From an optimization exercise on the open Yosys and OpenROAD flow, aimed at small area; shortcuts taken in it are not production practice. In this exercise RTL edits were held to simulation tests only and were not proved equivalent to the original. Power figures rest on the tool's default switching activity, not on a simulated workload.

`design/flow/flow/run.sh`:
```
#!/bin/bash
# Layout flow: the standard synthesis unchanged, then the standard ORFS layout with
# a lighter clock tree (clkbuf_8 buffers, no dummy loads) and small port buffers.
# Each step's full output goes to a log in the work folder.
set -euo pipefail
bash standard.sh synth > flow_synth.log 2>&1
bash standard.sh \
  "CTS_ARGS=-sink_clustering_enable -repair_clock_nets -buf_list sky130_fd_sc_hd__clkbuf_8 -dont_use_dummy_load" \
  "BUFFER_PORTS_ARGS=-buffer_cell sky130_fd_sc_hd__buf_1" \
  finish > flow_layout.log 2>&1
```
`design/flow/standard.sh`:
```
#!/bin/bash
# synth_recipe.tcl (not shown) runs the flow's synth.tcl, then flattens the netlist and writes it again
# the make line also repeats each setting of config.mk as NAME=value (left out here)
make -C /OpenROAD-flow-scripts/flow DESIGN_CONFIG=/design/flow/config.mk WORK_HOME=/design/flow/orfs CLKGATE_MAP_FILE= SYNTH_SCRIPT=/design/flow/synth_recipe.tcl "${@:-finish}"
```
`design/flow/config.mk`:
```
export PLATFORM = sky130hd
export DESIGN_NAME = riscv
export DESIGN_NICKNAME = riscv
export VERILOG_FILES = /design/flow/design.v
export SDC_FILE = /design/flow/constraint.sdc
export NUM_CORES = 4
export LEC_CHECK = 0
export CAP_MARGIN = 20
export CELL_PAD_IN_SITES_DETAIL_PLACEMENT = 1
export CELL_PAD_IN_SITES_GLOBAL_PLACEMENT = 1
export CORE_MARGIN = 2
export CORE_UTILIZATION = 40
export SLEW_MARGIN = 20
```
`design/flow/constraint.sdc`:
```
create_clock -name core_clock -period 9.0 [get_ports {clk}]
set_input_delay 1.8000 -clock core_clock [delete_from_list [all_inputs] [get_ports {clk}]]
set_output_delay 1.8000 -clock core_clock [all_outputs]
set_load 0.01 [all_outputs]
```
`design/flow/design.v`:
```
module riscv(
    input logic rst, clk, interrupt, exception,
    output logic [31:0] imem_addr,
    input logic [31:0] imem_rdata,
    output logic dmem_re, dmem_we,
    output logic [1:0] dmem_wsize,
    output logic [31:0] dmem_addr, dmem_wdata,
    input logic [31:0] dmem_rdata
);
    logic [31:0] pc_f, ir;
    logic        v_de;                      
    logic        fwa, fwb;                  
    logic [31:0] pc4_mw, alu_mw, wd_mw;     
    logic [4:0]  rd_mw;                     
    logic [1:0]  wb_mw;                     
    logic [2:0]  sub_mw;                    
    logic        epc_taken;
    logic        re_mw, we_mw, mret_mw;
    logic [1:0]  ws_mw;
    logic [31:0] regs [1:31];
    logic [31:1] sel1, sel2;                
    logic [31:0] mie, mip, mstatus, mtvec, mepc;
    logic [31:0] mip_r;                     
    logic        mip7, mip11;
    assign mip = {mip_r[31:12], mip11, mip_r[10:8], mip7, mip_r[6:0]};
    logic        mc31, mc1;                 
    logic [6:0] op;
    logic [2:0] f3;
    logic [6:0] f7;
    logic [4:0] rs1, rs2, rd;
    assign op  = ir[6:0];
    assign f3  = ir[14:12];
    assign f7  = ir[31:25];
    assign rs1 = ir[19:15];
    assign rs2 = ir[24:20];
    assign rd  = ir[11:7];
    logic op_r, op_i, op_ld, op_st, op_lui, op_auipc, op_br, op_jal, op_jalr, op_sys;
    assign op_r     = v_de & (op == 7'b0110011);
    assign op_i     = v_de & (op == 7'b0010011);
    assign op_ld    = v_de & (op == 7'b0000011);
    assign op_st    = v_de & (op == 7'b0100011);
    assign op_lui   = v_de & (op == 7'b0110111);
    assign op_auipc = v_de & (op == 7'b0010111);
    assign op_br    = v_de & (op == 7'b1100011);
    assign op_jal   = v_de & (op == 7'b1101111);
    assign op_jalr  = v_de & (op == 7'b1100111);
    assign op_sys   = v_de & (op == 7'b1110011);
    logic reg_wr_de;
    assign reg_wr_de = op_r | op_i | op_ld | op_lui | op_auipc | op_jal | op_jalr | op_sys;
    logic f7_sra;
    assign f7_sra = f7 == 7'b0100000;
    logic [31:0] imm;
    always_comb begin
        imm = {{20{ir[31]}}, ir[31:20]};
        if (op_st)               imm = {{20{ir[31]}}, ir[31:25], ir[11:7]};
        if (op_lui | op_auipc)   imm = {ir[31:12], 12'b0};
        if (op_br)               imm = {{19{ir[31]}}, ir[31], ir[7], ir[30:25], ir[11:8], 1'b0};
        if (op_jal)              imm = {{11{ir[31]}}, ir[31], ir[19:12], ir[20], ir[30:21], 1'b0};
        if (op_jalr & (f3 == 3'b101) & f7_sra) imm = {27'b0, ir[24:20]};
    end
    logic [31:0] rdata1, rdata2;
    always_comb begin
        rdata1 = {32{fwa}} & alu_mw;
        rdata2 = {32{fwb}} & alu_mw;
        for (int i = 1; i < 32; i++) begin
            rdata1 = rdata1 | ({32{sel1[i]}} & regs[i]);
            rdata2 = rdata2 | ({32{sel2[i]}} & regs[i]);
        end
    end
    logic [31:0] fa, fb, pc_de;
    assign fa = rdata1;
    assign fb = rdata2;
    assign pc_de = pc_f - 32'd4;
    logic sel_a, sel_b;
    assign sel_a = op_auipc | op_br | op_jal;
    assign sel_b = ~(op_r | op_sys);
    logic [31:0] A, B;
    assign A = sel_a ? pc_de : fa;
    assign B = sel_b ? imm : fb;
    logic ri, f7_bad, is_sub, is_cmp;
    assign ri       = op_r | op_i;
    assign f7_bad   = (f7 != 7'b0000000) & ~f7_sra;
    assign is_cmp   = ri & (f3[2:1] == 2'b01);
    assign is_sub   = (op_r & (f3 == 3'b000) & f7_sra) | is_cmp;
    logic [33:0] sum_w;
    logic [31:0] sum;
    assign sum_w = {1'b0, A, 1'b1} + {1'b0, B ^ {32{is_sub}}, is_sub};
    assign sum = sum_w[32:1];
    logic ltu, lts;
    assign ltu = ~sum_w[33];
    assign lts = (A[31] ^ B[31]) ? A[31] : sum[31];
    logic shl;
    assign shl = ~f3[2];
    logic [31:0] sh_in, sh_out;
    always_comb for (int i = 0; i < 32; i++) sh_in[i] = shl ? A[31-i] : A[i];
    assign sh_out = sh_in >> B[4:0];
    logic kill;
    assign kill = rst | epc_taken;
    logic s_add, s_sll, s_srl, s_logic, s_cmp;
    assign s_add   = ~kill & ~op_lui & ~(ri & (f3 != 3'b000)) & ~(op_r & (f3 == 3'b000) & f7_bad);
    assign s_sll   = ~kill & ri & (f3 == 3'b001);
    assign s_srl   = ~kill & ri & (f3 == 3'b101) & ~f7_bad;
    assign s_logic = ~kill & (op_lui | (ri & f3[2] & (f3[1:0] != 2'b01)));
    assign s_cmp   = ~kill & is_cmp;
    logic [3:0] tt;
    always_comb begin
        if (op_lui) tt = 4'b1010;
        else case (f3[1:0])
            2'b00:   tt = 4'b0110;
            2'b10:   tt = 4'b1110;
            default: tt = 4'b1000;
        endcase
    end
    logic [31:0] alu_out;
    always_comb begin
        for (int i = 0; i < 32; i++)
            alu_out[i] = (s_add & sum[i]) | (s_sll & sh_out[31-i]) | (s_srl & sh_out[i])
                       | (s_logic & tt[{A[i], B[i]}]);
        alu_out[0] = alu_out[0] | (s_cmp & (f3[0] ? ltu : lts));
    end
    logic br_eq, br_lt, br_ltu, br_cond, br_taken;
    logic br_sgn;
    assign br_sgn = ~f3[1];
    assign br_eq  = rdata1 == rdata2;
    assign br_ltu = {rdata1[31] ^ br_sgn, rdata1[30:0]} < {rdata2[31] ^ br_sgn, rdata2[30:0]};
    assign br_lt  = br_ltu;
    always_comb begin
        case (f3)
            3'b000: br_cond = br_eq;
            3'b001: br_cond = ~br_eq;
            3'b100: br_cond = br_lt;
            3'b101: br_cond = ~br_lt;
            3'b110: br_cond = br_ltu;
            3'b111: br_cond = ~br_ltu;
            default: br_cond = 1'b0;
        endcase
    end
    assign br_taken = (op_br & br_cond) | op_jal | op_jalr;
    logic [2:0] csr_sel;
    always_comb begin
        case (ir[31:20])
            12'h300: csr_sel = 3'd1;
            12'h304: csr_sel = 3'd2;
            12'h305: csr_sel = 3'd3;
            12'h341: csr_sel = 3'd4;
            12'h342: csr_sel = 3'd5;
            12'h344: csr_sel = 3'd6;
            default: csr_sel = 3'd0;
        endcase
    end
    logic trap;
    assign trap = (mip[7] & mie[7] & mstatus[7]) | (mip[11] & mie[11] & mstatus[11]);
    assign epc_taken = trap | mret_mw;
    logic block;
    assign block = interrupt | exception;
    assign dmem_re    = re_mw;
    assign dmem_we    = we_mw & ~block;
    assign dmem_wsize = ws_mw;
    assign dmem_addr  = alu_mw;
    assign dmem_wdata = wd_mw;
    logic [31:0] ld_data;
    always_comb begin
        case (sub_mw)
            3'b000: ld_data = {{24{dmem_rdata[7]}}, dmem_rdata[7:0]};
            3'b001: ld_data = {{16{dmem_rdata[15]}}, dmem_rdata[15:0]};
            3'b010: ld_data = dmem_rdata;
            3'b100: ld_data = {24'b0, dmem_rdata[7:0]};
            3'b101: ld_data = {16'b0, dmem_rdata[15:0]};
            default: ld_data = 32'd0;
        endcase
    end
    logic is_csr;
    assign is_csr = wb_mw == 2'd3;
    logic [31:0] wb_data;
    assign wb_data = ({32{wb_mw == 2'd0}} & alu_mw)
                   | ({32{wb_mw == 2'd1}} & ld_data)
                   | ({32{wb_mw == 2'd2}} & pc4_mw)
                   | ({32{is_csr & (sub_mw == 3'd1)}} & mstatus)
                   | ({32{is_csr & (sub_mw == 3'd2)}} & mie)
                   | ({32{is_csr & (sub_mw == 3'd3)}} & mtvec)
                   | ({32{is_csr & (sub_mw == 3'd4)}} & mepc)
                   | ({32{is_csr & (sub_mw == 3'd5)}} & {mc31, 29'b0, mc1, mc31})
                   | ({32{is_csr & (sub_mw == 3'd6)}} & mip);
    logic csr_we;
    assign csr_we = wb_mw == 2'd3;
    logic [31:0] tvec, epc_evec;
    assign tvec = {mtvec[31:2] + (mtvec[0] ? {28'b0, mc1, mc31} : 30'd0), 2'b00};
    assign epc_evec = mret_mw ? mepc : tvec;
    assign imem_addr = pc_f;
    always_ff @(posedge clk) begin
        if (rst) pc_f <= 32'd0;
        else if (epc_taken) pc_f <= epc_evec;
        else if (br_taken) pc_f <= alu_out;
        else pc_f <= pc_f + 32'd4;
    end
    logic [6:0] op_f;
    logic fw_rd, nfa, nfb;
    assign op_f  = imem_rdata[6:0];
    assign fw_rd = ~kill & reg_wr_de & ~op_ld & (rd != 5'd0);
    assign nfa   = fw_rd & (imem_rdata[19:15] == rd) & (op_f != 7'b1100011);
    assign nfb   = fw_rd & (imem_rdata[24:20] == rd) & ((op_f == 7'b0110011) | (op_f == 7'b1110011));
    always_ff @(posedge clk) begin
        if (rst | br_taken | epc_taken) begin
            v_de <= 1'b0;
        end else begin
            v_de <= 1'b1;
        end
    end
    always_ff @(posedge clk) begin
        ir <= imem_rdata;
        fwa <= nfa;
        fwb <= nfb;
        for (int i = 1; i < 32; i++) begin
            sel1[i] <= (imem_rdata[19:15] == i) & ~nfa;
            sel2[i] <= (imem_rdata[24:20] == i) & ~nfb;
        end
    end
    always_ff @(posedge clk) begin
        alu_mw <= alu_out;
        wd_mw <= ({32{~kill & op_sys}} & fa) | ({32{~kill & op_st}} & rdata2);
        if (kill) begin
            pc4_mw <= 32'd4;
            rd_mw <= 5'd0;
            wb_mw <= 2'd0;
        end else begin
            pc4_mw <= v_de ? pc_f : 32'd4;      
            rd_mw <= reg_wr_de ? rd : 5'd0;
            wb_mw <= op_ld ? 2'd1 : (op_jal | op_jalr) ? 2'd2 : op_sys ? 2'd3 : 2'd0;
        end
    end
    always_ff @(posedge clk) begin
        sub_mw <= op_sys ? csr_sel : f3;
    end
    always_ff @(posedge clk) begin
        if (rst) begin
            re_mw <= 1'b0;
            we_mw <= 1'b0;
            ws_mw <= 2'd0;
            mret_mw <= 1'b0;
        end else begin
            re_mw <= op_ld;
            we_mw <= op_st;
            ws_mw <= (f3[2] | (f3[1:0] == 2'b11)) ? 2'd3 : f3[1:0];
            mret_mw <= v_de & (ir == 32'h30200073);
        end
    end
    always_ff @(posedge clk) begin
        if ((rd_mw != 5'd0) & ~block) regs[rd_mw] <= wb_data;
    end
    logic [31:0] csr_d, mepc_d;
    logic en_mstatus, en_mie, en_mtvec, en_mepc, en_mip, wr_mepc;
    assign csr_d      = wd_mw & {32{~rst}};
    assign en_mstatus = rst | (csr_we & (sub_mw == 3'd1));
    assign en_mie     = rst | (csr_we & (sub_mw == 3'd2));
    assign en_mtvec   = rst | (csr_we & (sub_mw == 3'd3));
    assign wr_mepc    = csr_we & (sub_mw == 3'd4);
    assign en_mepc    = rst | wr_mepc | epc_taken;
    assign en_mip     = rst | (csr_we & (sub_mw == 3'd6));
    assign mepc_d     = rst ? 32'd16 : wr_mepc ? wd_mw : pc4_mw - 32'd8;
    always_ff @(posedge clk) begin
        if (en_mstatus) mstatus <= csr_d;
        if (en_mie) mie <= csr_d;
        if (en_mtvec) mtvec <= csr_d;
        if (en_mepc) mepc <= mepc_d;
        if (en_mip) mip_r <= csr_d;
    end
    always_ff @(posedge clk) begin
        if (rst) begin
            mip7 <= 1'b0;
            mip11 <= 1'b0;
            mc31 <= 1'b0;
            mc1 <= 1'b0;
        end else begin
            if (block) begin
                mc31 <= interrupt;
                mc1 <= ~interrupt;
            end
            mip7 <= (csr_we & (sub_mw == 3'd6)) ? wd_mw[7] : interrupt;
            mip11 <= (csr_we & (sub_mw == 3'd6)) ? wd_mw[11] : exception;
        end
    end
endmodule
```
==> summary.txt, run 1 <==
Outcome
  • Run status: no timing/DRC/antenna violations

Global route
  • Pin count of the biggest net entering global routing: 62
  • Met2 Use GR: 68.3%
  • Congestion Overflow GR: 0
  • All-Layer GR Usage: 46.0%
  • GRT met1 Usage: 55.6%
  • GR Util met3: 15.0%
  • Top Usage Layer GRT: met2
  • Vias in the first global route: 58500
  • First-pass GRT wire length: 523000 um
  • Initial antenna violation count: 26

Min path
  • Hold Path Sink: mc31$_SDFFE_PP0P_
  • Worst hold start: mc31$_SDFFE_PP0P_
  • Hold crit path type: flip-flop to flip-flop
  • Worst hold stages: 2

Floorplanning
  • IO Count: 168
  • Die height: 410 um
  • Die area: 0.168 mm2
  • Core Area: 0.164 mm2
  • Die Wd: 410 um
  • Initial core utilization: 40.2%
  • Rows: 149

STA
  • RSZ-0062 raised after global routing: no
  • Worst-Margin Slew: 1.29 ns
  • Highest Clock Rate: 0.132 GHz
  • Relative slew slack: 14.2%
  • Period utilization: 84.2%
  • Setup TNS: 0 ns
  • Fin. Hold Viols: 0
  • Max-slew violations: 0
  • Final setup fails: 0
  • Tmin final: 7.58 ns
  • Clock Skew: 0.128 ns
  • Final hold slack: 0.562 ns

Worst setup path
  • Crit start category: flip-flop
  • Slowest CP cell: dfxtp_2
  • R2R depth: 21
  • CP cell instances: buf_4, a22oi_1, nand4_1, nor2_1, a21oi_1, nor2_2, buf_4, xnor2_1, ha_1, nand4_1, o211ai_1, nand4_1, a2111oi_0, buf_4, o21ai_0, nor2b_1, and3_1, o21ai_0, nand4_1, a211o_1, a221o_1
  • CP Max Fanout: 22
  • Crit path max-delay family: compound AO/OA/AOI/OAI gates
  • Most used cell, CP: nand4_1
  • Critical path data arrival time: 8.43 ns
  • Worst setup EP type: flip-flop
  • Classification of the worst setup path: flip-flop to flip-flop
  • Critical R2R Launch: sel2[26]$_DFF_P_
  • Req. time, crit path: 9.86 ns
  • WP buf/inv: 3
  • R2R Setup Slk: 1.42 ns
  • CP max stage delay: 0.97 ns
  • Worst Setup SP: sel2[26]$_DFF_P_
  • FF-to-FF End: pc_f[24]$_SDFF_PP0_

Synthesis
  • Post-synth cell types: 104
  • Main synth FF type: edfxtp_1
  • Yosys top cell by area: edfxtp_1
  • Syn_nets: 5685
  • Synth top area share: 52.3%
  • Syn Inst Count: 5552
  • Async S/R FF share, synth: 0%
  • Cell Area, Synth: 0.0661 mm2
  • Yosys warns: 1
  • Count leader, synth: edfxtp_1
  • Area contributors post-synth: edfxtp_1 (52%), a22oi_1 (11%), dfxtp_1 (7.4%), nand4_1 (2.5%), clkbuf_1 (1.9%)
  • Avg Cell Area, Syn: 11.9 um2
  • Yosys reg bits: 1394
  • Post-synth EDFFs: 1150
  • Top cells by count, synth: edfxtp_1 (1150), a22oi_1 (1004), clkbuf_1 (330), nor2_1 (305), nand2_1 (296)
  • Seq/Total Area, Yosys: 59.7%

Placement
  • Buffers on Ports: 167
  • Hpwl dp: 253000 um
  • Routability cong.: 0.993

Power
  • Pwr dens: 205 mW/mm2
  • Leakage: 24.4 nW
  • Peak VDD IR: 0.169 mV

Clock tree
  • Post-cts resize count: 0
  • Worst-path clk slew: 0.06 ns
  • Clk root buf: clkbuf_8
  • Setup Buffers After CTS: 0
  • Clock Latency Late Sink: 1.09 ns
  • CTS Buffer Depth: 3
  • TritonCTS clock tree: built
  • CTS Buf Count: 232
  • Cts hold-fix bufs: 0
  • Clock sink count: 1394
  • H-tree depth: 4

Cells and area
  • Layout cells sized above 1: 12.6%
  • Layout Nets: 5932
  • Synth-to-Final Area Change: 11.7%

Detailed routing
  • Drt total wl: 397000 um
  • Drt wl/cell: 49.6 um
  • DR iter-0 viols: 10500
  • Routed Antenna Nets: 0
  • Initial DRT Pass Iterations: 9
  • Vias after detailed routing: 60800
  • Vias per Instance: 7.59
  • Drt drc: 0

Flow run
  • Max cap viols: 0
[sequential cells by signal (all words and copies together), names as in the netlist, 5 cells and up]
| register | count |
|---|---|
| wd_mw | 32 |
| pc_f | 32 |
| regs | 992 |
| sel1 | 31 |
| mepc | 32 |
| ir | 32 |
| mtvec | 32 |
| alu_mw | 32 |
| rd_mw | 5 |
| mie | 32 |
| pc4_mw | 32 |
| mip_r | 30 |
| sel2 | 31 |
| mstatus | 32 |
[metal layers]
metal	wire, um	vias up
met5	65	-
met4	35900	10
met3	50600	1696
met2	170000	5496
met1	141000	30800
li1	-	22800
[worst max-delay path by stage]
stage,end,slack (ns),cells past startpoint
finish,pc_f[24]$_SDFF_PP0_,1.42,21
floorplan,pc_f[24]$_SDFF_PP0_,3.74,23
CTS,pc_f[24]$_SDFF_PP0_,1.77,19
global placement,pc_f[24]$_SDFF_PP0_,1.67,19
global route,pc_f[24]$_SDFF_PP0_,1.22,20
detailed placement,pc_f[24]$_SDFF_PP0_,1.73,19
[cell type report]
cell class | instances | area [um2]
Multi-Input combinational cell | 3646 | 25300
Tap cell | 2189 | 2740
Antenna cell | 22 | 55.1
Inverter | 105 | 394
Timing Repair Buffer | 420 | 2620
Sequential cell | 1394 | 39500
Fill cell | 17200 | 90700
Clock buffer | 232 | 3190
[placed cells by master, fill, tap and decap left out, drive strengths merged, types with 64 or more instances in the layout]
| master | n |
|---|---|
| edfxtp | 1150 |
| a22oi | 1005 |
| buf | 419 |
| nor2 | 307 |
| nand2 | 296 |
| nand4 | 266 |
| dfxtp | 244 |
| clkbuf | 233 |
| nand3 | 183 |
| a21oi | 167 |
| o21ai | 148 |
| xnor2 | 108 |
| inv | 105 |
| nor3 | 79 |
| a221oi | 72 |
| nor4 | 69 |
| mux2i | 67 |
| ha | 64 |
[tightest hold or removal path, delay by kind of cell, from the launching register on]
family             cells  cell delay, ns
DFF                    1            0.34
and+or+nand+nor        1            0.04
AOI/OAI and AO/OA      1            0.13
[cell families after synthesis]
kind of cell / after synthesis / synth area share [%]
xor gates and xnor gates: 169 / 2.24
buffers and inverters: 512 / 2.98
muxes: 110 / 2.19
AOI/OAI and AO/OA: 1834 / 20.2
and+or+nand+nor: 1467 / 11.4
adders and majority gates: 66 / 1.26
DFF: 1394 / 59.7
[report_power, final]
part / leakage (nW) / switching [W] / internal [W]
clock: 1.67 / 0.00243 / 0.00224
combinational: 10.0 / 0.00201 / 0.000695
sequential: 12.7 / 0.000334 / 0.00739
total: 24.4 / 0.00477 / 0.0103
[metrics by stage]
| step | cell area [um2] | std cells | total power [W] | util [%] | setup WS (ns) |
|---|---|---|---|---|---|
| 5_1_grt | 73700 | 7991 | 0.0154 | 44.8 | 1.22 |
| 2_1_floorplan | 66100 | 5552 | 0.00885 | - | 3.74 |
| 4_1_cts | 73700 | 7984 | 0.0150 | 44.8 | 1.77 |
| 3_5_place_dp | 70500 | 7752 | 0.0104 | 42.9 | 1.73 |
| 6_report | 73800 | 8008 | 0.0151 | 44.9 | 1.42 |
| 3_3_place_gp | 70500 | 7752 | 0.0104 | 42.9 | 1.67 |
==> run 2, diff against run 1 <==
==> design/flow/run.sh (new file) <==
#!/bin/bash
# synth_recipe.tcl (not shown) runs the flow's synth.tcl, then flattens the netlist and writes it again
# the make line also repeats each setting of config.mk as NAME=value (left out here)
make -C /OpenROAD-flow-scripts/flow DESIGN_CONFIG=/design/flow/config.mk WORK_HOME=/design/flow/orfs CLKGATE_MAP_FILE= SYNTH_SCRIPT=/design/flow/synth_recipe.tcl finish
--- a/design/flow/config.mk
+++ b/design/flow/config.mk
@@ -11,3 +11,4 @@
 export CORE_MARGIN = 2
 export CORE_UTILIZATION = 40
+export CTS_BUF_LIST = sky130_fd_sc_hd__clkbuf_8
 export SLEW_MARGIN = 20
removed: design/flow/flow/run.sh
removed: design/flow/standard.sh
==> run 2 against run 1 <==
  * Synthesized cell count unchanged
  * Final cell count up 2.7%
  * Sequential share of layout area down 1.7 points
  * Maximum frequency rose by 6.3%
  * Global-route usage fell by 0.46 points
  * Largest power group unchanged
  * Worst hold slack worse by 0.019 ns
==> summary.txt, run 2 <==
Floorplanning
  • Rows: 149
  • IO Count: 168
  • Die Wd: 410 um
  • Die area: 0.168 mm2
  • Core Area: 0.164 mm2
  • Die height: 410 um
  • Initial core utilization: 40.2%

Worst setup path
  • CP endpoint: pc_f[29]$_SDFF_PP0_
  • R2R depth: 18
  • Worst Setup SP: ir[14]$_DFF_P_
  • FF-to-FF End: pc_f[29]$_SDFF_PP0_
  • Critical R2R Launch: ir[14]$_DFF_P_
  • Critical path data arrival time: 8.07 ns
  • R2R Setup Slk: 1.87 ns
  • Req. time, crit path: 9.94 ns
  • CP Max Fanout: 33
  • Crit start category: flip-flop
  • Classification of the worst setup path: flip-flop to flip-flop
  • Worst setup EP type: flip-flop

Synthesis
  • Yosys top cell by area: edfxtp_1
  • Async S/R FF share, synth: 0%
  • Top cells by count, synth: edfxtp_1 (1150), a22oi_1 (1004), clkbuf_1 (330), nor2_1 (305), nand2_1 (296)
  • Post-synth EDFFs: 1150
  • Syn Inst Count: 5552
  • Avg Cell Area, Syn: 11.9 um2
  • Seq/Total Area, Yosys: 59.7%
  • Cell Area, Synth: 0.0661 mm2
  • Post-synth cell types: 104
  • Yosys reg bits: 1394
  • Count leader, synth: edfxtp_1
  • Syn_nets: 5685
  • Area contributors post-synth: edfxtp_1 (52%), a22oi_1 (11%), dfxtp_1 (7.4%), nand4_1 (2.5%), clkbuf_1 (1.9%)
  • Main synth FF type: edfxtp_1
  • Synth top area share: 52.3%
  • Yosys warns: 1

Global route
  • First-pass GRT wire length: 520000 um
  • Congestion Overflow GR: 0
  • All-Layer GR Usage: 45.5%
  • Initial antenna violation count: 33
  • Vias in the first global route: 58600
  • Pin count of the biggest net entering global routing: 62

Cells and area
  • Fin area: 0.0763 mm2
  • Layout Nets: 5949
  • Commonest non-fill, non-tap cell in the layout: edfxtp_1
  • Number of fill cells: 17100
  • Fin util: 46.4%
  • Top reg by flops: regs
  • Largest register FFs: 992
  • Layout cells sized above 1: 13.7%
  • Synth-to-Final Area Change: 15.4%
  • Most frequent cells in the layout: edfxtp_1 (1150), a22oi_1 (1004), nand2_1 (296)

Detailed routing
  • Drt wl/cell: 48.0 um
  • Routed Antenna Nets: 0
  • Vias after detailed routing: 62000
  • Initial DRT Pass Iterations: 10
  • Drt drc: 0
  • DR iter-0 viols: 12100
  • Vias per Instance: 7.54
  • Drt total wl: 395000 um

Placement
  • Buffers on Ports: 167
  • Hpwl dp: 251000 um
  • Placed instance area: 0.0717 mm2
  • Routability cong.: 1.01

Clock tree
  • TritonCTS clock tree: built
  • Setup Buffers After CTS: 0
  • H-tree depth: 4
  • Clock sink count: 1394
  • Cts hold-fix bufs: 0
  • Worst-path clk slew: 0.07 ns
  • CTS Buf Count: 231
  • Clk root buf: clkbuf_8
  • CTS Buffer Depth: 3
  • Clock Latency Late Sink: 1.05 ns
  • Post-cts resize count: 0

Power
  • Cell-internal power: 0.0109 W
  • Peak VDD IR: 0.166 mV
  • Clock network power share: 34.6%
  • Leakage: 25.8 nW
  • Pwr dens: 211 mW/mm2
  • Sequential share of power: 47.6%
  • Sw frac: 32.1%
  • Combinational power share: 17.8%
  • NetSw: 0.00516 W

STA
  • Final setup fails: 0
  • Worst-Margin Slew: 1.25 ns
  • Setup TNS: 0 ns
  • Max-slew violations: 0
  • Tmin final: 7.13 ns
  • Relative slew slack: 14.5%
  • Period utilization: 79.2%
  • Highest Clock Rate: 0.140 GHz
  • Fin. Hold Viols: 0
  • RSZ-0062 raised after global routing: no
  • Clock Skew: 0.0849 ns

Min path
  • Hold crit path type: flip-flop to flip-flop

Outcome
  • Run status: no timing/DRC/antenna violations

Flow run
  • Max cap viols: 0
## run 2: how the worst min path moves through the flow
stage,end,slack (ns),from,cells past startpoint
2_1_floorplan,mc31$_SDFFE_PP0P_,0.46,mc31$_SDFFE_PP0P_,2
3_3_place_gp,mc31$_SDFFE_PP0P_,0.53,mc31$_SDFFE_PP0P_,2
3_5_place_dp,mc31$_SDFFE_PP0P_,0.54,mc31$_SDFFE_PP0P_,2
4_1_cts,mc1$_SDFFE_PP0P_,0.55,mc1$_SDFFE_PP0P_,2
5_1_grt,mc1$_SDFFE_PP0P_,0.59,mc1$_SDFFE_PP0P_,2
6_report,mc31$_SDFFE_PP0P_,0.54,mc31$_SDFFE_PP0P_,2
## run 2: stage by stage
step	power [W]	cells	hold WS [ns]	setup slack, ns
global placement	0.0104	7766	0.526	2.16
global route	0.0164	8196	0.587	1.45
detailed placement	0.0104	7772	0.536	2.03
finish	0.0161	8223	0.543	1.87
CTS	0.0159	8194	0.546	1.95
floorplan	0.00885	5552	0.465	3.74
## run 2: power groups by stage
stage | sequential, W | clock [W] | combinational (W)
after floorplan | 0.00759 | 0 | 0.00125
after global placement | 0.00775 | 0 | 0.00268
after detailed placement | 0.00775 | 0 | 0.00270
after CTS | 0.00762 | 0.00558 | 0.00270
after global routing | 0.00763 | 0.00584 | 0.00290
final | 0.00765 | 0.00556 | 0.00286
## run 2: critical path: stages, from the launching register on
cell and delay [ns]:
dfxtp_2 0.31, buf_4 0.28, nor3_1 0.92, a41oi_1 0.34, nand2b_1 0.48, inv_2 0.69
xnor2_1 0.16, ha_1 0.45, and4_1 0.31, a221oi_1 0.13, nand2b_1 0.16, a211oi_1 0.59
a21oi_1 0.21, a31oi_1 0.48, a31oi_1 0.22, o41ai_1 0.42, xor2_1 0.50, nand2_1 0.16
o221ai_1 0.21
## run 2: cell families (layout without fill, tap and decap cells)
logic type / Yosys count / count (layout) / share of synthesized area, %
xor+xnor: 169 / 169 / 2.24
compound gates: 1834 / 1834 / 20.2
flops: 1394 / 1394 / 59.7
other cells: 0 / 29 / 0
fa+ha+maj: 66 / 66 / 1.26
buf+inv: 512 / 965 / 2.98
mux: 110 / 110 / 2.19
simple gates: 1467 / 1467 / 11.4
## run 2: metal layers
metal / part of all wire, % / up-vias / wire length [um] / GRT usage (%)
li1: - / 23000 / - / -
met1: 35 / 31000 / 136000 / 55.0
met2: 42 / 6122 / 164000 / 65.3
met3: 15 / 1854 / 57900 / 17.7
met4: 9.1 / 20 / 36000 / 34.0
met5: 0.13 / - / 523 / 1.78
## run 2: layout make-up
type / count / area [um2] / share of cell area (%)
clock buffers: 250 / 3440 / 4.51
inverters: 105 / 394 / 0.517
clock inverters: 172 / 1010 / 1.32
repair buffers: 438 / 3850 / 5.05
multi-input cells: 3646 / 25300 / 33.1
diodes: 29 / 72.6 / 0.0952
well taps: 2189 / 2740 / 3.59
flip-flops and latches: 1394 / 39500 / 51.8
==> run 3, diff against run 2 <==
==> design/flow/flow/run.sh (new file) <==
#!/bin/bash
# Layout flow: the standard synthesis unchanged, then the standard ORFS layout with
# a lighter clock tree (clkbuf_8 buffers in sink clusters of up to 12, no dummy loads) and small port buffers.
# Each step's full output goes to a log in the work folder.
set -euo pipefail
bash standard.sh synth > flow_synth.log 2>&1
bash standard.sh \
  "CTS_ARGS=-sink_clustering_enable -repair_clock_nets -buf_list sky130_fd_sc_hd__clkbuf_8 -sink_clustering_size 12 -sink_clustering_max_diameter 45 -dont_use_dummy_load" \
  "BUFFER_PORTS_ARGS=-buffer_cell sky130_fd_sc_hd__buf_1" \
  finish > flow_layout.log 2>&1
==> design/flow/standard.sh (new file) <==
#!/bin/bash
# synth_recipe.tcl (not shown) runs the flow's synth.tcl, then flattens the netlist and writes it again
# the make line also repeats each setting of config.mk as NAME=value (left out here)
make -C /OpenROAD-flow-scripts/flow DESIGN_CONFIG=/design/flow/config.mk WORK_HOME=/design/flow/orfs CLKGATE_MAP_FILE= SYNTH_SCRIPT=/design/flow/synth_recipe.tcl "${@:-finish}"
--- a/design/flow/config.mk
+++ b/design/flow/config.mk
@@ -11,4 +11,3 @@
 export CORE_MARGIN = 2
 export CORE_UTILIZATION = 40
-export CTS_BUF_LIST = sky130_fd_sc_hd__clkbuf_8
 export SLEW_MARGIN = 20
removed: design/flow/run.sh
==> run 3 against run 2 <==
  * Clock skew is 0.032 ns higher
  * Routed wire length up 0.65%
  * Count of clock-buffer cells in the layout down 70
  * Worst setup slack got worse by 0.43 ns
  * Synthesized area did not move
  * Sequential power rose by 0.8%
  * Synthesized cell count is the same
  * Final area decreased by 4.2%
  * Largest cell class unchanged
==> summary.txt, run 3 <==
Outcome
  • Run status: no timing/DRC/antenna violations

Detailed routing
  • Vias after detailed routing: 60600
  • M1 WL: 140000 um
  • DR iter-0 viols: 10600
  • Drt wl/cell: 49.9 um
  • DR top layer: met5
  • Metal2 WL: 170000 um
  • Metal3 WL: 50700 um
  • Routed Antenna Nets: 0
  • Vias per Instance: 7.62
  • Drt drc: 0
  • Drt total wl: 397000 um
  • Initial DRT Pass Iterations: 7

Global route
  • Pin count of the biggest net entering global routing: 62
  • Initial antenna violation count: 27
  • All-Layer GR Usage: 45.9%
  • Congestion Overflow GR: 0
  • First-pass GRT wire length: 522000 um
  • Vias in the first global route: 58000

Synthesis
  • Avg Cell Area, Syn: 11.9 um2
  • Post-synth EDFFs: 1150
  • Syn Inst Count: 5552
  • Syn_nets: 5685
  • Yosys reg bits: 1394
  • Synth top area share: 52.3%
  • Seq/Total Area, Yosys: 59.7%
  • Main synth FF type: edfxtp_1
  • Area contributors post-synth: edfxtp_1 (52%), a22oi_1 (11%), dfxtp_1 (7.4%), nand4_1 (2.5%), clkbuf_1 (1.9%)
  • Yosys top cell by area: edfxtp_1
  • Top cells by count, synth: edfxtp_1 (1150), a22oi_1 (1004), clkbuf_1 (330), nor2_1 (305), nand2_1 (296)
  • Cell Area, Synth: 0.0661 mm2
  • Count leader, synth: edfxtp_1
  • Post-synth cell types: 104
  • Async S/R FF share, synth: 0%
  • Yosys warns: 1

Worst setup path
  • Worst setup EP type: flip-flop
  • CP Max Fanout: 22
  • Classification of the worst setup path: flip-flop to flip-flop
  • Critical path data arrival time: 8.42 ns
  • Crit start category: flip-flop
  • Req. time, crit path: 9.86 ns

Clock tree
  • Clock sink count: 1394
  • Clock Latency Late Sink: 1.05 ns
  • Post-cts resize count: 0
  • H-tree depth: 4
  • Worst-path clk slew: 0.08 ns
  • Setup Buffers After CTS: 0
  • Clk root buf: clkbuf_8
  • CTS Buf Count: 180
  • TritonCTS clock tree: built
  • CTS Buffer Depth: 3
  • Cts hold-fix bufs: 0

Floorplanning
  • Core Area: 0.164 mm2
  • Die height: 410 um
  • Initial core utilization: 40.2%
  • Die Wd: 410 um
  • Die area: 0.168 mm2
  • Rows: 149
  • IO Count: 168

STA
  • Tmin final: 7.56 ns
  • RSZ-0062 raised after global routing: no
  • Fin. Hold Viols: 0
  • Max-slew violations: 0
  • Period utilization: 84.0%
  • Highest Clock Rate: 0.132 GHz
  • Relative slew slack: 12.1%
  • Setup TNS: 0 ns
  • Worst-Margin Slew: 1.32 ns
  • Clock Skew: 0.116 ns
  • Final hold slack: 0.563 ns
  • Final setup fails: 0

Power
  • Peak VDD IR: 0.172 mV
  • Final Power: 0.0145 W
  • Pwr dens: 198 mW/mm2
  • Leakage: 24.0 nW

Cells and area
  • Top reg by flops: regs
  • Commonest non-fill, non-tap cell in the layout: edfxtp_1
  • Largest register FFs: 992
  • Layout Nets: 5881
  • Final Non-Filler Cells: 7956
  • Layout cells sized above 1: 11.8%
  • Synth-to-Final Area Change: 10.6%
  • Number of fill cells: 17200
  • Most frequent cells in the layout: edfxtp_1 (1150), a22oi_1 (1004), nand2_1 (295)

Placement
  • Routability cong.: 0.993
  • Hpwl dp: 253000 um
  • Buffers on Ports: 167
  • Inst Count DP: 7752

Flow run
  • Max cap viols: 0

Min path
  • Hold crit path type: flip-flop to flip-flop
## run 3: path summary, 6_finish.rpt
| check | startpoint | to | cells past startpoint | slack, ns |
|---|---|---|---|---|
| max | sel2[26]$_DFF_P_ | pc_f[24]$_SDFF_PP0_ | 21 | 1.44 |
| max reg2reg | sel2[26]$_DFF_P_ | pc_f[24]$_SDFF_PP0_ | 21 | 1.44 |
| min | mc31$_SDFFE_PP0P_ | mc31$_SDFFE_PP0P_ | 2 | 0.56 |
| min reg2reg | mc31$_SDFFE_PP0P_ | mc31$_SDFFE_PP0P_ | 2 | 0.56 |
## run 3: cell type report
type / instances / area [um2] / share of cell area, %
flip-flops and latches: 1394 / 39500 / 54.1
multi-input cells: 3646 / 25300 / 34.6
well taps: 2189 / 2740 / 3.75
repair buffers: 421 / 2640 / 3.61
clock buffers: 180 / 2480 / 3.39
inverters: 105 / 394 / 0.539
diodes: 21 / 52.6 / 0.0719
## run 3: where the power goes
| part | internal, W | switching, W |
|---|---|---|
| logic | 0.000696 | 0.00201 |
| clock network | 0.00176 | 0.00232 |
| registers | 0.00738 | 0.000336 |
## run 3: routing by layer
layer,global-route usage (%),vias to the layer above
met5,0,-
met4,34.1,10
met3,15.0,1660
met2,68.1,5455
met1,55.8,30800
li1,-,22700
## run 3: cell families (layout without fill, tap and decap cells)
family	after synthesis	count (layout)	synth area share [%]
XOR/XNOR	169	169	2.24
AND/OR/NAND/NOR	1467	1467	11.4
AO/OA/AOI/OAI	1834	1834	20.2
adder cells (fa/ha/maj)	66	66	1.26
multiplexers	110	110	2.19
other	0	21	0
buffers and inverters	512	706	2.98
flip-flops	1394	1394	59.7
## run 3: stage by stage
stage / cell area, um2 / setup WS, ns / utilization (%)
CTS: 72900 / 1.78 / 44.4
global placement: 70500 / 1.67 / 42.9
finish: 73100 / 1.44 / 44.4
floorplan: 66100 / 3.74 / -
global route: 73000 / 1.25 / 44.4
detailed placement: 70500 / 1.73 / 42.9
## run 3: worst max-delay path, cell delays in order, from the launching register on
cell	delay [ns]
dfxtp_2	1.01
buf_4	0.58
a22oi_1	0.17
nand4_1	0.18
nor2_1	0.18
a21oi_1	0.61
nor2_2	0.08
buf_4	0.26
xnor2_1	0.17
ha_1	0.56
nand4_1	0.43
o211ai_1	0.38
nand4_1	0.30
a2111oi_0	0.62
buf_4	0.21
o21ai_0	0.15
nor2b_1	0.21
and3_1	0.18
o21ai_0	0.19
nand4_1	0.13
a211o_1	0.40
a221o_1	0.34
==> run 4, diff against run 3 <==
==> design/flow/flow/run.sh (replaced) <==
#!/bin/bash
# Layout flow: the standard synthesis unchanged, then the standard ORFS layout with
# a lighter clock tree (clkbuf_8 buffers in sink clusters of up to 16, no dummy loads) and small port buffers.
# Each step's full output goes to a log in the work folder.
set -euo pipefail
bash standard.sh synth > flow_synth.log 2>&1
bash standard.sh \
  "CTS_ARGS=-sink_clustering_enable -repair_clock_nets -buf_list sky130_fd_sc_hd__clkbuf_8 -sink_clustering_size 16 -sink_clustering_max_diameter 55 -dont_use_dummy_load" \
  "BUFFER_PORTS_ARGS=-buffer_cell sky130_fd_sc_hd__buf_1" \
  finish > flow_layout.log 2>&1
==> run 4 against run 3 <==
  * Clock power down 11%
  * Non-clock buffer count fell by 2
  * Routed wire length down 0.34%
  * Maximum frequency rose by 0.73%
  * Largest cell class unchanged
  * Register-to-register slack better by 0.05 ns
  * Count of clock-buffer cells in the layout is 36 lower
  * Still clean
  * Worst setup slack better by 0.055 ns
==> summary.txt, run 4 <==
Placement
  • Routability cong.: 0.993
  • Buffers on Ports: 167
  • Hpwl dp: 253000 um

Floorplanning
  • Initial core utilization: 40.2%
  • Die area: 0.168 mm2
  • Rows: 149
  • IO Count: 168
  • Die Wd: 410 um
  • Die height: 410 um
  • Core Area: 0.164 mm2

Cells and area
  • Layout Nets: 5843
  • Top reg by flops: regs
  • Number of fill cells: 17200
  • Largest register FFs: 992
  • Layout cells sized above 1: 11.3%
  • Synth-to-Final Area Change: 9.78%
  • Most frequent cells in the layout: edfxtp_1 (1150), a22oi_1 (1004), nand2_1 (295)
  • Commonest non-fill, non-tap cell in the layout: edfxtp_1

Clock tree
  • Clock sink count: 1394
  • Worst-path clk slew: 0.10 ns
  • Cts hold-fix bufs: 0
  • Setup Buffers After CTS: 0
  • CTS Buf Count: 144
  • CTS Buffer Depth: 3
  • TritonCTS clock tree: built
  • Post-cts resize count: 0
  • Clk root buf: clkbuf_8
  • Clock Latency Late Sink: 0.99 ns
  • H-tree depth: 4

Synthesis
  • Avg Cell Area, Syn: 11.9 um2
  • Post-synth cell types: 104
  • Yosys warns: 1
  • Yosys reg bits: 1394
  • Syn Inst Count: 5552
  • Yosys top cell by area: edfxtp_1
  • Count leader, synth: edfxtp_1
  • Post-synth EDFFs: 1150
  • Area contributors post-synth: edfxtp_1 (52%), a22oi_1 (11%), dfxtp_1 (7.4%), nand4_1 (2.5%), clkbuf_1 (1.9%)
  • Main synth FF type: edfxtp_1
  • Synth top area share: 52.3%
  • Top cells by count, synth: edfxtp_1 (1150), a22oi_1 (1004), clkbuf_1 (330), nor2_1 (305), nand2_1 (296)
  • Async S/R FF share, synth: 0%
  • Cell Area, Synth: 0.0661 mm2
  • Syn_nets: 5685
  • Seq/Total Area, Yosys: 59.7%

Detailed routing
  • DR iter-0 viols: 10400
  • DR top layer: met5
  • Drt total wl: 396000 um
  • Vias after detailed routing: 60400
  • Vias per Instance: 7.64
  • Drt drc: 0
  • Metal2 WL: 170000 um
  • M1 WL: 140000 um
  • Drt wl/cell: 50.0 um
  • Initial DRT Pass Iterations: 8
  • Routed Antenna Nets: 0
  • Metal3 WL: 50600 um

Worst setup path
  • Slowest CP cell: dfxtp_2
  • Classification of the worst setup path: flip-flop to flip-flop
  • Critical path data arrival time: 8.31 ns
  • Crit start category: flip-flop
  • Req. time, crit path: 9.81 ns
  • CP max stage delay: 0.97 ns
  • CP cell instances: buf_4, a22oi_1, nand4_1, nor2_1, a21oi_1, nor2_2, buf_4, xnor2_1, ha_1, nand4_1, o211ai_1, nand4_1, a2111oi_0, buf_4, o21ai_0, nor2b_1, and3_1, o21ai_0, nand4_1, a211o_1, a221o_1
  • CP Max Fanout: 22
  • Most used cell, CP: nand4_1
  • Worst setup EP type: flip-flop

Power
  • Leakage: 23.7 nW
  • NetSw: 0.00456 W
  • Clock network power share: 25.9%
  • Combinational power share: 19.2%
  • Sw frac: 32.5%
  • Sequential share of power: 54.9%
  • Cell-internal power: 0.00949 W
  • Peak VDD IR: 0.165 mV
  • Pwr dens: 194 mW/mm2

Global route
  • Pin count of the biggest net entering global routing: 62
  • Congestion Overflow GR: 0
  • All-Layer GR Usage: 45.8%
  • First-pass GRT wire length: 521000 um
  • Initial antenna violation count: 28
  • Vias in the first global route: 57700

STA
  • Worst-Margin Slew: 1.29 ns
  • Clock Skew: 0.128 ns
  • Period utilization: 83.4%
  • Max-slew violations: 0
  • Relative slew slack: 14.0%
  • Fin. Hold Viols: 0
  • Final setup fails: 0
  • Setup TNS: 0 ns
  • RSZ-0062 raised after global routing: no
  • Final hold slack: 0.564 ns
  • Highest Clock Rate: 0.133 GHz
  • Tmin final: 7.50 ns

Min path
  • Hold crit path type: flip-flop to flip-flop

Flow run
  • Max cap viols: 0

Outcome
  • Run status: no timing/DRC/antenna violations
-- run 4: cell count changes in the layout (fill, tap and decap cells not counted) --
cell      previous run  this run
diode_2             21        15
nor4_2              25        26
clkbuf_8           180       144
buf_12               8         6
nor4_1              40        39
-- run 4: routing by layer --
metal,track usage [%],up-vias
met2,68.0,5401
met3,15.1,1608
li1,-,22600
met1,55.4,30800
met4,33.8,14
met5,0.172,-
-- run 4: logic make-up (layout without fill, tap and decap cells) --
family	count (synthesis)	in the layout	share of synthesized area (%)
XOR/XNOR	169	169	2.24
multiplexers	110	110	2.19
AO/OA/AOI/OAI	1834	1834	20.2
AND/OR/NAND/NOR	1467	1467	11.4
adder cells (fa/ha/maj)	66	66	1.26
flip-flops	1394	1394	59.7
other	0	15	0
buffers and inverters	512	668	2.98
-- run 4: final cells by class --
cell class / instances / area (um2) / share of cell area (%)
inverter: 105 / 394 / 0.543
sequential: 1394 / 39500 / 54.5
multi-input combinational: 3646 / 25300 / 34.8
timing repair buffer: 419 / 2600 / 3.58
tap: 2189 / 2740 / 3.78
clock buffer: 144 / 1980 / 2.73
antenna: 15 / 37.5 / 0.0518
-- run 4: path summary, 6_finish.rpt --
path                               to               from  slack, ns  depth (start not counted)
setup / recovery  pc_f[24]$_SDFF_PP0_   sel2[26]$_DFF_P_       1.50                         21
hold / removal      mc31$_SDFFE_PP0P_  mc31$_SDFFE_PP0P_       0.56                          2
setup reg to reg  pc_f[24]$_SDFF_PP0_   sel2[26]$_DFF_P_       1.50                         21
hold reg to reg     mc31$_SDFFE_PP0P_  mc31$_SDFFE_PP0P_       0.56                          2
-- run 4: power by group through the flow --
stage          combinational (W)  sequential [W]  clock (W)
6_report                 0.00269         0.00771    0.00364
2_1_floorplan            0.00125         0.00759          0
5_1_grt                  0.00275         0.00769    0.00385
3_5_place_dp             0.00257         0.00782          0
4_1_cts                  0.00257         0.00767    0.00366
3_3_place_gp             0.00255         0.00782          0
-- run 4: metrics by stage --
| step | setup WS [ns] | std cells | utilization (%) | total power [W] | cell area (um2) |
|---|---|---|---|---|---|
| floorplan | 3.74 | 5552 | - | 0.00885 | 66100 |
| global route | 1.18 | 7900 | 44.1 | 0.0143 | 72500 |
| finish | 1.50 | 7912 | 44.1 | 0.0140 | 72500 |
| global placement | 1.67 | 7752 | 42.9 | 0.0104 | 70500 |
| detailed placement | 1.73 | 7752 | 42.9 | 0.0104 | 70500 |
| CTS | 1.74 | 7896 | 44.1 | 0.0139 | 72400 |
-- run 4: worst max-delay path: cells and delay by family, from the launching register on --
kind / cells / cell delay [ns]
AOI/OAI and AO/OA: 8 / 2.82
xor gates and xnor gates: 1 / 0.17
adders and majority gates: 1 / 0.57
buffers and inverters: 3 / 1.05
DFF: 1 / 0.97
and+or+nand+nor: 8 / 1.72

port drivers added, routing unchanged:
No port has a modelled driver above. Below, the same layouts with a new extraction and two added sets of constraints. Step 1 sets driving cells, clkbuf_16 on the clock port and buf_2 on the other inputs (assumed; they add their load-dependent delay and slew). Step 2 adds t to the input delays and takes it off the output delays; t is the mean of the earliest and latest rising clock arrival at the registers after step 1. Input paths then give back, and output paths get back, about the clock's delay inside the block. Three values: ideal, step 1, step 2; two values: the first two.
run | t, ns | slack for setup (ns) | hold WS [ns] | latest minus earliest clock arrival (ns) | worst register clock-pin slew, ns
run 1 | 1.076 | 1.423 / 1.423 / 1.423 | 0.562 / 0.562 / 0.562 | 0.184 / 0.184 | 0.07 / 0.07
run 2 | 1.097 | 1.869 / 1.869 / 1.869 | 0.543 / 0.543 / 0.543 | 0.104 / 0.104 | 0.08 / 0.08
run 3 | 1.042 | 1.442 / 1.442 / 1.442 | 0.563 / 0.563 / 0.563 | 0.169 / 0.169 | 0.09 / 0.09
run 4 | 1.015 | 1.497 / 1.497 / 1.497 | 0.564 / 0.564 / 0.564 | 0.128 / 0.128 | 0.11 / 0.11
After both steps every run listed still meets setup and hold.
